What follows belongs to an exercise in optimizing a design on an open flow for small area, a short achievable clock period and few clock cycles per item; a production flow would make more cautious choices.
Where RTL was checked, it was by simulation tests only, not by an equivalence proof against the original.

==> flow/design.v <==
module NibbleSub(
    input  [3:0] a,
    output reg [3:0] b
    );
    always @(*) begin
        case (a)
            4'h0: b = 4'he; 4'h1: b = 4'h4; 4'h2: b = 4'hd; 4'h3: b = 4'h1;
            4'h4: b = 4'h2; 4'h5: b = 4'hf; 4'h6: b = 4'hb; 4'h7: b = 4'h8;
            4'h8: b = 4'h3; 4'h9: b = 4'ha; 4'ha: b = 4'h6; 4'hb: b = 4'hc;
            4'hc: b = 4'h5; 4'hd: b = 4'h9; 4'he: b = 4'h0; default: b = 4'h7;
        endcase
    end
endmodule
module AES(
    input clk,nrst,load,
    input [15:0] data_input,input_vector,key,
    input  [3:0] round_number,
    output [15:0] data_output,
    output finish
    );
    reg [15:0] s, k;
    reg [3:0]  r;
    reg        last, busy, fin;
    wire [15:0] sb;
    NibbleSub ns0(.a(s[15:12]), .b(sb[15:12]));
    NibbleSub ns1(.a(s[11:8]),  .b(sb[11:8]));
    NibbleSub ns2(.a(s[7:4]),   .b(sb[7:4]));
    NibbleSub ns3(.a(s[3:0]),   .b(sb[3:0]));
    wire [3:0] t0 = sb[15:12], t1 = sb[3:0], t2 = sb[7:4], t3 = sb[11:8];
    function [3:0] x2(input [3:0] a);
        x2 = {a[2:0], 1'b0} ^ {2'b00, a[3], a[3]};
    endfunction
    wire [15:0] t  = {t0, t1, t2, t3};
    wire [15:0] mc = {x2(t0) ^ t0 ^ x2(t1), x2(t0) ^ x2(t1) ^ t1,
                      x2(t2) ^ t2 ^ x2(t3), x2(t2) ^ x2(t3) ^ t3};
    wire [3:0] sk;
    NibbleSub ns4(.a(k[3:0]), .b(sk));
    wire [3:0] w4 = k[15:12] ^ sk ^ r;
    wire [3:0] w5 = k[11:8] ^ w4;
    wire [3:0] w6 = k[7:4] ^ w5;
    wire [3:0] w7 = k[3:0] ^ w6;
    wire [15:0] kn = {w4, w5, w6, w7};
    wire [15:0] sn = (last ? t : mc) ^ kn;
    wire [3:0]  rn1 = load ? 4'd1 : r + 4'd1;
    always @(posedge clk) begin
        if (load) begin
            s <= data_input ^ input_vector ^ key;
            k <= key;
        end else begin
            if (busy) s <= sn;
            k <= kn;
        end
        r    <= rn1;
        last <= (rn1 == round_number);
    end
    always @(posedge clk or negedge nrst) begin
        if (!nrst) begin
            busy <= 1'b0;
            fin  <= 1'b0;
        end else if (load) begin
            busy <= 1'b1;
            fin  <= 1'b0;
        end else if (busy & last) begin
            busy <= 1'b0;
            fin  <= 1'b1;
        end
    end
    assign data_output = s;
    assign finish = fin;
endmodule
==> flow/config.mk <==
export PLATFORM = sky130hd
export DESIGN_NAME = AES
export DESIGN_NICKNAME = AES
export VERILOG_FILES = /design/flow/design.v
export SDC_FILE = /design/flow/constraint.sdc
export NUM_CORES = 4
export LEC_CHECK = 0
export CAP_MARGIN = 20
export CORE_MARGIN = 2
export CORE_UTILIZATION = 40
export SLEW_MARGIN = 20
==> flow/constraint.sdc <==
create_clock -name core_clock -period 5.0 [get_ports {clk}]
set_input_delay 1.0000 -clock core_clock [delete_from_list [all_inputs] [get_ports {clk}]]
set_output_delay 1.0000 -clock core_clock [all_outputs]
set_load 0.01 [all_outputs]
run.sh (not shown) runs the stock make flow with config.mk's settings and CLKGATE_MAP_FILE= SYNTH_SCRIPT=/design/flow/synth_recipe.tcl, a recipe that flattens the netlist after the stock synthesis.
Testbench counts at the start, summed over its fixed seeds: cycles 1,935, items 192.
Then changed:
--- a/flow/design.v
+++ b/flow/design.v
@@ -1,16 +1,10 @@
 module NibbleSub(
     input  [3:0] a,
-    output reg [3:0] b
+    output [3:0] b
     );
-    always @(*) begin
-        case (a)
-            4'h0: b = 4'he; 4'h1: b = 4'h4; 4'h2: b = 4'hd; 4'h3: b = 4'h1;
-            4'h4: b = 4'h2; 4'h5: b = 4'hf; 4'h6: b = 4'hb; 4'h7: b = 4'h8;
-            4'h8: b = 4'h3; 4'h9: b = 4'ha; 4'ha: b = 4'h6; 4'hb: b = 4'hc;
-            4'hc: b = 4'h5; 4'hd: b = 4'h9; 4'he: b = 4'h0; default: b = 4'h7;
-        endcase
-    end
+    localparam [63:0] SBOX = 64'h7_0_9_5_C_6_A_3_8_B_F_2_1_D_4_E;
+    assign b = SBOX >> {a, 2'b00};
 endmodule
 module AES(
     input clk,nrst,load,
     input [15:0] data_input,input_vector,key,
What happened: Final area shrinks by 20%; hold slack is better by 0.0068 ns; first-iteration DRC count shrinks by 40%; wire length shrinks by 25%; area after synthesis shrinks by 21%; global-route usage shrinks by 1.7 points; register-to-register slack is better by 0.22 ns; die area shrinks by 21%; non-clock buffer count shrinks by 1.
For the second run of this note, only the layout was checked, not whether the RTL still works.

========
AES, a different RTL version from the one above (not shown whole).
For scale: ~72 I/O pins.
==> module AES_datapath, before the edit <==
module AES_datapath(
    input         load, busy, last,
    input  [15:0] s, t, p,
    input  [3:0]  sk,
    input  [15:0] data_input, input_vector, key,
    output [15:0] s_d, k_d
    );
    function [3:0] x2(input [3:0] a);
        x2 = {a[2:0], 1'b0} ^ {2'b00, a[3], a[3]};
    endfunction
    wire [3:0] u01 = x2(t[15:12] ^ t[11:8]) & {4{~last}};
    wire [3:0] u23 = x2(t[7:4] ^ t[3:0]) & {4{~last}};
    wire [15:0] m = t ^ {u01, u01, u23, u23};
    wire [15:0] kn = p ^ {4{sk}};
    wire        run = load | busy;
    assign k_d = (load ? key : kn) & {16{run}};
    wire [15:0] x = load ? (data_input ^ input_vector) : (busy ? m : s);
    assign s_d = x ^ k_d;
endmodule
export LEC_CHECK = 0
export CAP_MARGIN = 20
export CORE_MARGIN = 2
export CORE_UTILIZATION = 40
export SETUP_SLACK_MARGIN = 2.9
export SLEW_MARGIN = 20
export SYNTH_HIERARCHICAL = 1
export SYNTH_MINIMUM_KEEP_SIZE = 0
create_clock -name core_clock -period 5.0 [get_ports {clk}]
standard.sh (not shown) runs the stock make flow with config.mk's settings and CLKGATE_MAP_FILE= SYNTH_SCRIPT=/design/flow/synth_recipe.tcl, a recipe that flattens the netlist after the stock synthesis.
==> flow/flow/run.sh <==
#!/bin/bash
# The standard layout (the standard.sh, standard synthesis included), with the
# ports buffered by plain buffers instead of the delay buffers buffer_ports picks.
set -euo pipefail
export BUFFER_PORTS_ARGS="-buffer_cell sky130_fd_sc_hd__buf_1"
bash standard.sh > standard.log 2>&1
The first run went through all stages and came out clean.
Testbench counts at the start, summed over its fixed seeds: cycles 1,935, items 192.
Change:
--- a/flow/design.v
+++ b/flow/design.v
@@ -73,16 +73,15 @@
         x2 = {a[2:0], 1'b0} ^ {2'b00, a[3], a[3]};
     endfunction
     wire [3:0] u01 = x2(t[15:12] ^ t[11:8]) & {4{~last}};
     wire [3:0] u23 = x2(t[7:4] ^ t[3:0]) & {4{~last}};
     wire [15:0] m = t ^ {u01, u01, u23, u23};
     wire [15:0] kn = p ^ {4{sk}};
-    wire        run = load | busy;
-    assign k_d = (load ? key : kn) & {16{run}};
-    wire [15:0] x = load ? (data_input ^ input_vector) : (busy ? m : s);
-    assign s_d = x ^ k_d;
+    assign k_d = load ? key : kn;
+    wire [15:0] sn = (load ? (data_input ^ input_vector) : m) ^ k_d;
+    assign s_d = (load | busy) ? sn : s;
 endmodule
 module AES(
     input clk,nrst,load,
     input [15:0] data_input,input_vector,key,
     input  [3:0] round_number,
     output [15:0] data_output,
Effect:
- The new run produced a clean layout
- area after synthesis rises by 1.6%
- clock-buffer cell count rises by 1
- setup slack degrades by 0.042 ns
- synthesized cell count falls by 0.87%
No functional check of the RTL was part of the second run of this note.

========
Another version of the RTL of AES (not shown whole).
Size: about 39 flip-flops, roughly 3300 µm² of cells after synthesis.
==> module key_generation, before the edit <==
module key_generation(
    input  [15:0] k,
    input  [3:0]  r,
    output [15:0] p
    );
    wire [3:0] p4 = k[15:12] ^ r;
    wire [3:0] p5 = p4 ^ k[11:8];
    wire [3:0] p6 = p5 ^ k[7:4];
    wire [3:0] p7 = p6 ^ k[3:0];
    assign p = {p4, p5, p6, p7};
endmodule
==> module AES_datapath, before the edit <==
module AES_datapath(
    input         load, last,
    input  [15:0] t, p,
    input  [3:0]  sk,
    input  [15:0] data_input, input_vector, key,
    output [15:0] s_d, k_d
    );
    function [3:0] x2(input [3:0] a);
        x2 = {a[2:0], 1'b0} ^ {2'b00, a[3], a[3]};
    endfunction
    wire [3:0] u01 = x2(t[15:12] ^ t[11:8]) & {4{~last}};
    wire [3:0] u23 = x2(t[7:4] ^ t[3:0]) & {4{~last}};
    wire [15:0] kn = p ^ {4{sk}};
    wire [15:0] sn = t ^ kn ^ {u01, u01, u23, u23};
    assign k_d = load ? key : kn;
    assign s_d = load ? (data_input ^ input_vector ^ key) : sn;
endmodule
==> module AES, before the edit <==
module AES(
    input clk,nrst,load,
    input [15:0] data_input,input_vector,key,
    input  [3:0] round_number,
    output [15:0] data_output,
    output finish
    );
    reg [15:0] s, k;
    reg [3:0]  r;
    reg        last, busy, fin;
    wire [3:0] t0, t1, t2, t3;
    NibbleSub ns0(.a(s[15:12]), .b(t0));
    NibbleSub ns1(.a(s[3:0]),   .b(t1));
    NibbleSub ns2(.a(s[7:4]),   .b(t2));
    NibbleSub ns3(.a(s[11:8]),  .b(t3));
    wire [3:0] sk;
    NibbleSub ns4(.a(k[3:0]), .b(sk));
    wire [15:0] p;
    key_generation kp(.k(k), .r(r), .p(p));
    wire [15:0] s_d, k_d;
    AES_datapath dp(.load(load), .last(last), .t({t0, t1, t2, t3}), .sk(sk), .p(p),
                    .data_input(data_input), .input_vector(input_vector), .key(key),
                    .s_d(s_d), .k_d(k_d));
    wire [3:0]  r_d = load ? 4'd1 : r + 4'd1;
    always @(posedge clk) begin
        if (load | busy) s <= s_d;
        k    <= k_d;
        r    <= r_d;
        last <= (r_d == round_number);
    end
    always @(posedge clk or negedge nrst) begin
        if (!nrst) begin
            busy <= 1'b0;
            fin  <= 1'b0;
        end else if (load) begin
            busy <= 1'b1;
            fin  <= 1'b0;
        end else if (busy & last) begin
            busy <= 1'b0;
            fin  <= 1'b1;
        end
    end
    assign data_output = s;
    assign finish = fin;
endmodule
==> flow/config.mk <==
export PLATFORM = sky130hd
export DESIGN_NAME = AES
export DESIGN_NICKNAME = AES
export VERILOG_FILES = /design/flow/design.v
export SDC_FILE = /design/flow/constraint.sdc
export NUM_CORES = 4
export LEC_CHECK = 0
export CAP_MARGIN = 20
export CORE_MARGIN = 2
export CORE_UTILIZATION = 40
export SETUP_SLACK_MARGIN = 2.6
export SLEW_MARGIN = 20
export SYNTH_HIERARCHICAL = 1
export SYNTH_MINIMUM_KEEP_SIZE = 0
==> flow/constraint.sdc <==
create_clock -name core_clock -period 5.0 [get_ports {clk}]
set_input_delay 1.0000 -clock core_clock [delete_from_list [all_inputs] [get_ports {clk}]]
set_output_delay 1.0000 -clock core_clock [all_outputs]
set_load 0.01 [all_outputs]
Scripts as last shown in full above: flow/flow/run.sh
Change:
--- a/flow/design.v
+++ b/flow/design.v
@@ -33,38 +33,10 @@
                  | (~a[3] & a[2] & a[1] & a[0])
                  | (a[3] & ~a[2] & ~a[1] & a[0])
                  | (a[3] & ~a[2] & a[1] & a[0])
                  | (a[3] & a[2] & ~a[1] & a[0]);
 endmodule
-module key_generation(
-    input  [15:0] k,
-    input  [3:0]  r,
-    output [15:0] p
-    );
-    wire [3:0] p4 = k[15:12] ^ r;
-    wire [3:0] p5 = p4 ^ k[11:8];
-    wire [3:0] p6 = p5 ^ k[7:4];
-    wire [3:0] p7 = p6 ^ k[3:0];
-    assign p = {p4, p5, p6, p7};
-endmodule
-module AES_datapath(
-    input         load, last,
-    input  [15:0] t, p,
-    input  [3:0]  sk,
-    input  [15:0] data_input, input_vector, key,
-    output [15:0] s_d, k_d
-    );
-    function [3:0] x2(input [3:0] a);
-        x2 = {a[2:0], 1'b0} ^ {2'b00, a[3], a[3]};
-    endfunction
-    wire [3:0] u01 = x2(t[15:12] ^ t[11:8]) & {4{~last}};
-    wire [3:0] u23 = x2(t[7:4] ^ t[3:0]) & {4{~last}};
-    wire [15:0] kn = p ^ {4{sk}};
-    wire [15:0] sn = t ^ kn ^ {u01, u01, u23, u23};
-    assign k_d = load ? key : kn;
-    assign s_d = load ? (data_input ^ input_vector ^ key) : sn;
-endmodule
 module AES(
     input clk,nrst,load,
     input [15:0] data_input,input_vector,key,
     input  [3:0] round_number,
     output [15:0] data_output,
@@ -76,18 +48,25 @@
     wire [3:0] t0, t1, t2, t3;
     NibbleSub ns0(.a(s[15:12]), .b(t0));
     NibbleSub ns1(.a(s[3:0]),   .b(t1));
     NibbleSub ns2(.a(s[7:4]),   .b(t2));
     NibbleSub ns3(.a(s[11:8]),  .b(t3));
+    function [3:0] x2(input [3:0] a);
+        x2 = {a[2:0], 1'b0} ^ {2'b00, a[3], a[3]};
+    endfunction
+    wire [3:0] u01 = x2(t0 ^ t1) & {4{~last}};
+    wire [3:0] u23 = x2(t2 ^ t3) & {4{~last}};
+    wire [15:0] m = {t0 ^ u01, t1 ^ u01, t2 ^ u23, t3 ^ u23};
     wire [3:0] sk;
     NibbleSub ns4(.a(k[3:0]), .b(sk));
-    wire [15:0] p;
-    key_generation kp(.k(k), .r(r), .p(p));
-    wire [15:0] s_d, k_d;
-    AES_datapath dp(.load(load), .last(last), .t({t0, t1, t2, t3}), .sk(sk), .p(p),
-                    .data_input(data_input), .input_vector(input_vector), .key(key),
-                    .s_d(s_d), .k_d(k_d));
+    wire [3:0] p4 = k[15:12] ^ r;
+    wire [3:0] p5 = p4 ^ k[11:8];
+    wire [3:0] p6 = p5 ^ k[7:4];
+    wire [3:0] p7 = p6 ^ k[3:0];
+    wire [15:0] kn = {p4 ^ sk, p5 ^ sk, p6 ^ sk, p7 ^ sk};
+    wire [15:0] k_d = load ? key : kn;
+    wire [15:0] s_d = (load ? (data_input ^ input_vector) : m) ^ k_d;
     wire [3:0]  r_d = load ? 4'd1 : r + 4'd1;
     always @(posedge clk) begin
         if (load | busy) s <= s_d;
         k    <= k_d;
         r    <= r_d;
The changed run ran to the end with no violations.
Non-clock buffer count rises by 19.
Sequential share of layout area is higher by 0.64 points.
Die area went down by a few percent.
Wire length went down by a little under a tenth.
Global-route usage is lower by 1.4 points.
Worst setup slack loses 0.088 ns.
Worst hold slack gets worse by 0.014 ns.
Utilization goes up by 2.8 points.
Cell count does not change.
Flip-flop and latch count is unchanged.
Register-to-register slack is worse by 0.09 ns.
Critical path depth is higher by 2.
Fmax is lower by a few percent.
Function was not checked in any run of this note: the RTL went through the layout flow alone.

========
AES, a different RTL version from the one above (not shown whole).
Size in the first run: ~350 cells after synthesis, roughly 39 flip-flops, roughly 72 I/O pins, roughly 2800 um^2 of cells after synthesis.
==> module g_a22oi, before the edit <==
module g_a22oi(input A1, A2, B1, B2, output Y);
    assign Y = (~A1&~B1) | (~A1&~B2) | (~A2&~B1) | (~A2&~B2);
endmodule
==> module g_o22a, before the edit <==
module g_o22a(input A1, A2, B1, B2, output X);
    assign X = (A1&B1) | (A2&B1) | (A1&B2) | (A2&B2);
endmodule
==> module NibbleSub, before the edit <==
module NibbleSub(
    input [3:0] a,
    output [3:0] b
    );
    wire _00_, _01_, _02_, _03_, _04_, _05_, _06_, _07_, _08_, _09_, _10_, _11_, _12_, _13_;
    g_clkinv u0(.A(a[3]), .Y(_13_));
    g_nor2 u1(.A(_13_), .B(a[1]), .Y(_00_));
    g_clkinv u2(.A(_00_), .Y(_01_));
    g_clkinv u3(.A(a[0]), .Y(_02_));
    g_nand2 u4(.A(_02_), .B(a[2]), .Y(_03_));
    g_nand2 u5(.A(_13_), .B(a[1]), .Y(_04_));
    g_nor2 u6(.A(_02_), .B(_04_), .Y(_05_));
    g_nand2 u7(.A(_01_), .B(_03_), .Y(_06_));
    g_o22ai u8(.A1(_01_), .A2(_03_), .B1(_05_), .B2(_06_), .Y(b[2]));
    g_nand2b u9(.A_N(a[2]), .B(a[0]), .Y(_07_));
    g_o21ai u10(.A1(a[0]), .A2(_00_), .B1(_07_), .Y(_08_));
    g_a22oi u11(.A1(_04_), .A2(_08_), .B1(a[2]), .B2(_05_), .Y(b[0]));
    g_nand2 u12(.A(_04_), .B(_07_), .Y(_09_));
    g_o22ai u13(.A1(a[3]), .A2(a[2]), .B1(_02_), .B2(a[1]), .Y(_10_));
    g_o22a u14(.A1(a[3]), .A2(_07_), .B1(_09_), .B2(_10_), .X(b[3]));
    g_nand2 u15(.A(a[3]), .B(a[2]), .Y(_11_));
    g_nand2 u16(.A(_06_), .B(_11_), .Y(_12_));
    g_o21ai u17(.A1(_06_), .A2(_09_), .B1(_12_), .Y(b[1]));
endmodule
==> flow/config.mk <==
export PLATFORM = sky130hd
export DESIGN_NAME = AES
export DESIGN_NICKNAME = AES
export VERILOG_FILES = /design/flow/design.v
export SDC_FILE = /design/flow/constraint.sdc
export NUM_CORES = 4
export LEC_CHECK = 0
export CAP_MARGIN = 20
export CORE_MARGIN = 2
export CORE_UTILIZATION = 40
export CTS_BUF_LIST = sky130_fd_sc_hd__clkbuf_4
export SETUP_SLACK_MARGIN = 2.9
export SLEW_MARGIN = 20
export SYNTH_HIERARCHICAL = 1
export SYNTH_MINIMUM_KEEP_SIZE = 0
==> flow/constraint.sdc <==
create_clock -name core_clock -period 5.0 [get_ports {clk}]
set_input_delay 1.0000 -clock core_clock [delete_from_list [all_inputs] [get_ports {clk}]]
set_output_delay 1.0000 -clock core_clock [all_outputs]
set_load 0.01 [all_outputs]
Scripts as last shown in full above: flow/flow/run.sh
Testbench counts at the start, summed over its fixed seeds: cycles 1,935, items 192.
==> next run, changes <==
--- a/flow/design.v
+++ b/flow/design.v
@@ -1,4 +1,7 @@
-module g_a22oi(input A1, A2, B1, B2, output Y);
-    assign Y = (~A1&~B1) | (~A1&~B2) | (~A2&~B1) | (~A2&~B2);
+module g_a21oi(input A1, A2, B1, output Y);
+    assign Y = (~A1&~B1) | (~A2&~B1);
+endmodule
+module g_a32oi(input A1, A2, A3, B1, B2, output Y);
+    assign Y = (~A1&~B1) | (~A1&~B2) | (~A2&~B1) | (~A3&~B1) | (~A2&~B2) | (~A3&~B2);
 endmodule
 module g_clkinv(input A, output Y);
@@ -17,7 +20,4 @@
     assign Y = (~A1&~A2) | (~B1);
 endmodule
-module g_o22a(input A1, A2, B1, B2, output X);
-    assign X = (A1&B1) | (A2&B1) | (A1&B2) | (A2&B2);
-endmodule
 module g_o22ai(input A1, A2, B1, B2, output Y);
     assign Y = (~B1&~B2) | (~A1&~A2);
@@ -31,22 +31,22 @@
     );
     wire _00_, _01_, _02_, _03_, _04_, _05_, _06_, _07_, _08_, _09_, _10_, _11_, _12_, _13_;
-    g_clkinv u0(.A(a[3]), .Y(_13_));
-    g_nor2 u1(.A(_13_), .B(a[1]), .Y(_00_));
-    g_clkinv u2(.A(_00_), .Y(_01_));
-    g_clkinv u3(.A(a[0]), .Y(_02_));
-    g_nand2 u4(.A(_02_), .B(a[2]), .Y(_03_));
-    g_nand2 u5(.A(_13_), .B(a[1]), .Y(_04_));
-    g_nor2 u6(.A(_02_), .B(_04_), .Y(_05_));
-    g_nand2 u7(.A(_01_), .B(_03_), .Y(_06_));
-    g_o22ai u8(.A1(_01_), .A2(_03_), .B1(_05_), .B2(_06_), .Y(b[2]));
-    g_nand2b u9(.A_N(a[2]), .B(a[0]), .Y(_07_));
-    g_o21ai u10(.A1(a[0]), .A2(_00_), .B1(_07_), .Y(_08_));
-    g_a22oi u11(.A1(_04_), .A2(_08_), .B1(a[2]), .B2(_05_), .Y(b[0]));
-    g_nand2 u12(.A(_04_), .B(_07_), .Y(_09_));
-    g_o22ai u13(.A1(a[3]), .A2(a[2]), .B1(_02_), .B2(a[1]), .Y(_10_));
-    g_o22a u14(.A1(a[3]), .A2(_07_), .B1(_09_), .B2(_10_), .X(b[3]));
-    g_nand2 u15(.A(a[3]), .B(a[2]), .Y(_11_));
-    g_nand2 u16(.A(_06_), .B(_11_), .Y(_12_));
-    g_o21ai u17(.A1(_06_), .A2(_09_), .B1(_12_), .Y(b[1]));
+    g_nand2b u0(.A_N(a[1]), .B(a[3]), .Y(_13_));
+    g_clkinv u1(.A(a[0]), .Y(_00_));
+    g_nand2 u2(.A(_00_), .B(a[2]), .Y(_01_));
+    g_clkinv u3(.A(a[3]), .Y(_02_));
+    g_nand2 u4(.A(_02_), .B(a[1]), .Y(_03_));
+    g_nor2 u5(.A(_00_), .B(_03_), .Y(_04_));
+    g_nand2 u6(.A(_13_), .B(_01_), .Y(_05_));
+    g_o22ai u7(.A1(_13_), .A2(_01_), .B1(_04_), .B2(_05_), .Y(b[2]));
+    g_nor2 u8(.A(_00_), .B(a[2]), .Y(_06_));
+    g_a21oi u9(.A1(_00_), .A2(_13_), .B1(_06_), .Y(_07_));
+    g_a21oi u10(.A1(_02_), .A2(a[1]), .B1(_07_), .Y(_08_));
+    g_a21oi u11(.A1(a[2]), .A2(_04_), .B1(_08_), .Y(b[0]));
+    g_o21ai u12(.A1(_00_), .A2(a[2]), .B1(_03_), .Y(_09_));
+    g_o22ai u13(.A1(a[3]), .A2(a[2]), .B1(_00_), .B2(a[1]), .Y(_10_));
+    g_nor2 u14(.A(_09_), .B(_10_), .Y(_11_));
+    g_a21oi u15(.A1(_02_), .A2(_06_), .B1(_11_), .Y(b[3]));
+    g_clkinv u16(.A(_05_), .Y(_12_));
+    g_a32oi u17(.A1(a[3]), .A2(a[2]), .A3(_05_), .B1(_12_), .B2(_09_), .Y(b[1]));
 endmodule
 module key_generation(
Effect: The changed run completed without violations; utilization is higher by 3.4 points; synthesized cell count stays the same; register-to-register slack gets worse by 80 ps; wire length is higher by a little under a tenth; sequential cell count stays the same; synthesized area is higher slightly; via count is higher by a few percent; hold slack gets better by 9.7 ps; setup slack gets worse by 79 ps; die area is higher slightly; cell count is higher by a few percent.
Testbench counts after the change, summed over its fixed seeds: cycles 1,935, items 192.

re-timing with driven ports:
The flow's constraints put no driver on any port. The routed layouts listed below were extracted and timed again, unchanged, in two steps. Step 1, drivers: a clkbuf_16 drives clk and a buf_2 each remaining input, both assumed. Step 2 times the ports against the registers' clock, not the clock port: input delays grow and output delays shrink by t, the midpoint of the rising clock arrivals with the driver on. Three values: no drivers, after step 1, after step 2; two values: the first two.
run | t, ns | setup slack, ns | worst setup path after step 2 | slew at the worst register clock pin (ns) | worst slew at a driven data input, ns
the first run of note 1 | 0.371 | 1.735 / 1.735 / 1.654 | input to register | 0.08 / 0.08 | 0.05
the second run of note 1 | 0.323 | 1.953 / 1.953 / 1.953 | register to register | 0.09 / 0.09 | 0.04
the first run of note 2 | 0.304 | 3.007 / 3.007 / 2.722 | input to register | 0.07 / 0.07 | 0.03
the second run of note 2 | 0.320 | 2.965 / 2.937 / 2.675 | input to register | 0.08 / 0.08 | 0.03
the first run of note 3 | 0.322 | 2.753 / 2.753 / 2.551 | input to register | 0.08 / 0.08 | 0.04
the second run of note 3 | 0.326 | 2.665 / 2.665 / 2.471 | input to register | 0.08 / 0.08 | 0.03
the first run of note 4 | 0.360 | 3.000 / 2.997 / 2.712 | input to register | 0.11 / 0.11 | 0.03
the second run of note 4 | 0.359 | 2.921 / 2.921 / 2.596 | input to register | 0.12 / 0.12 | 0.03
After both steps every run listed still meets setup and hold. For the second run of note 4, which loses most, drivers alone change the setup slack by 0.000 ns; drivers and shift together by -0.325 ns.
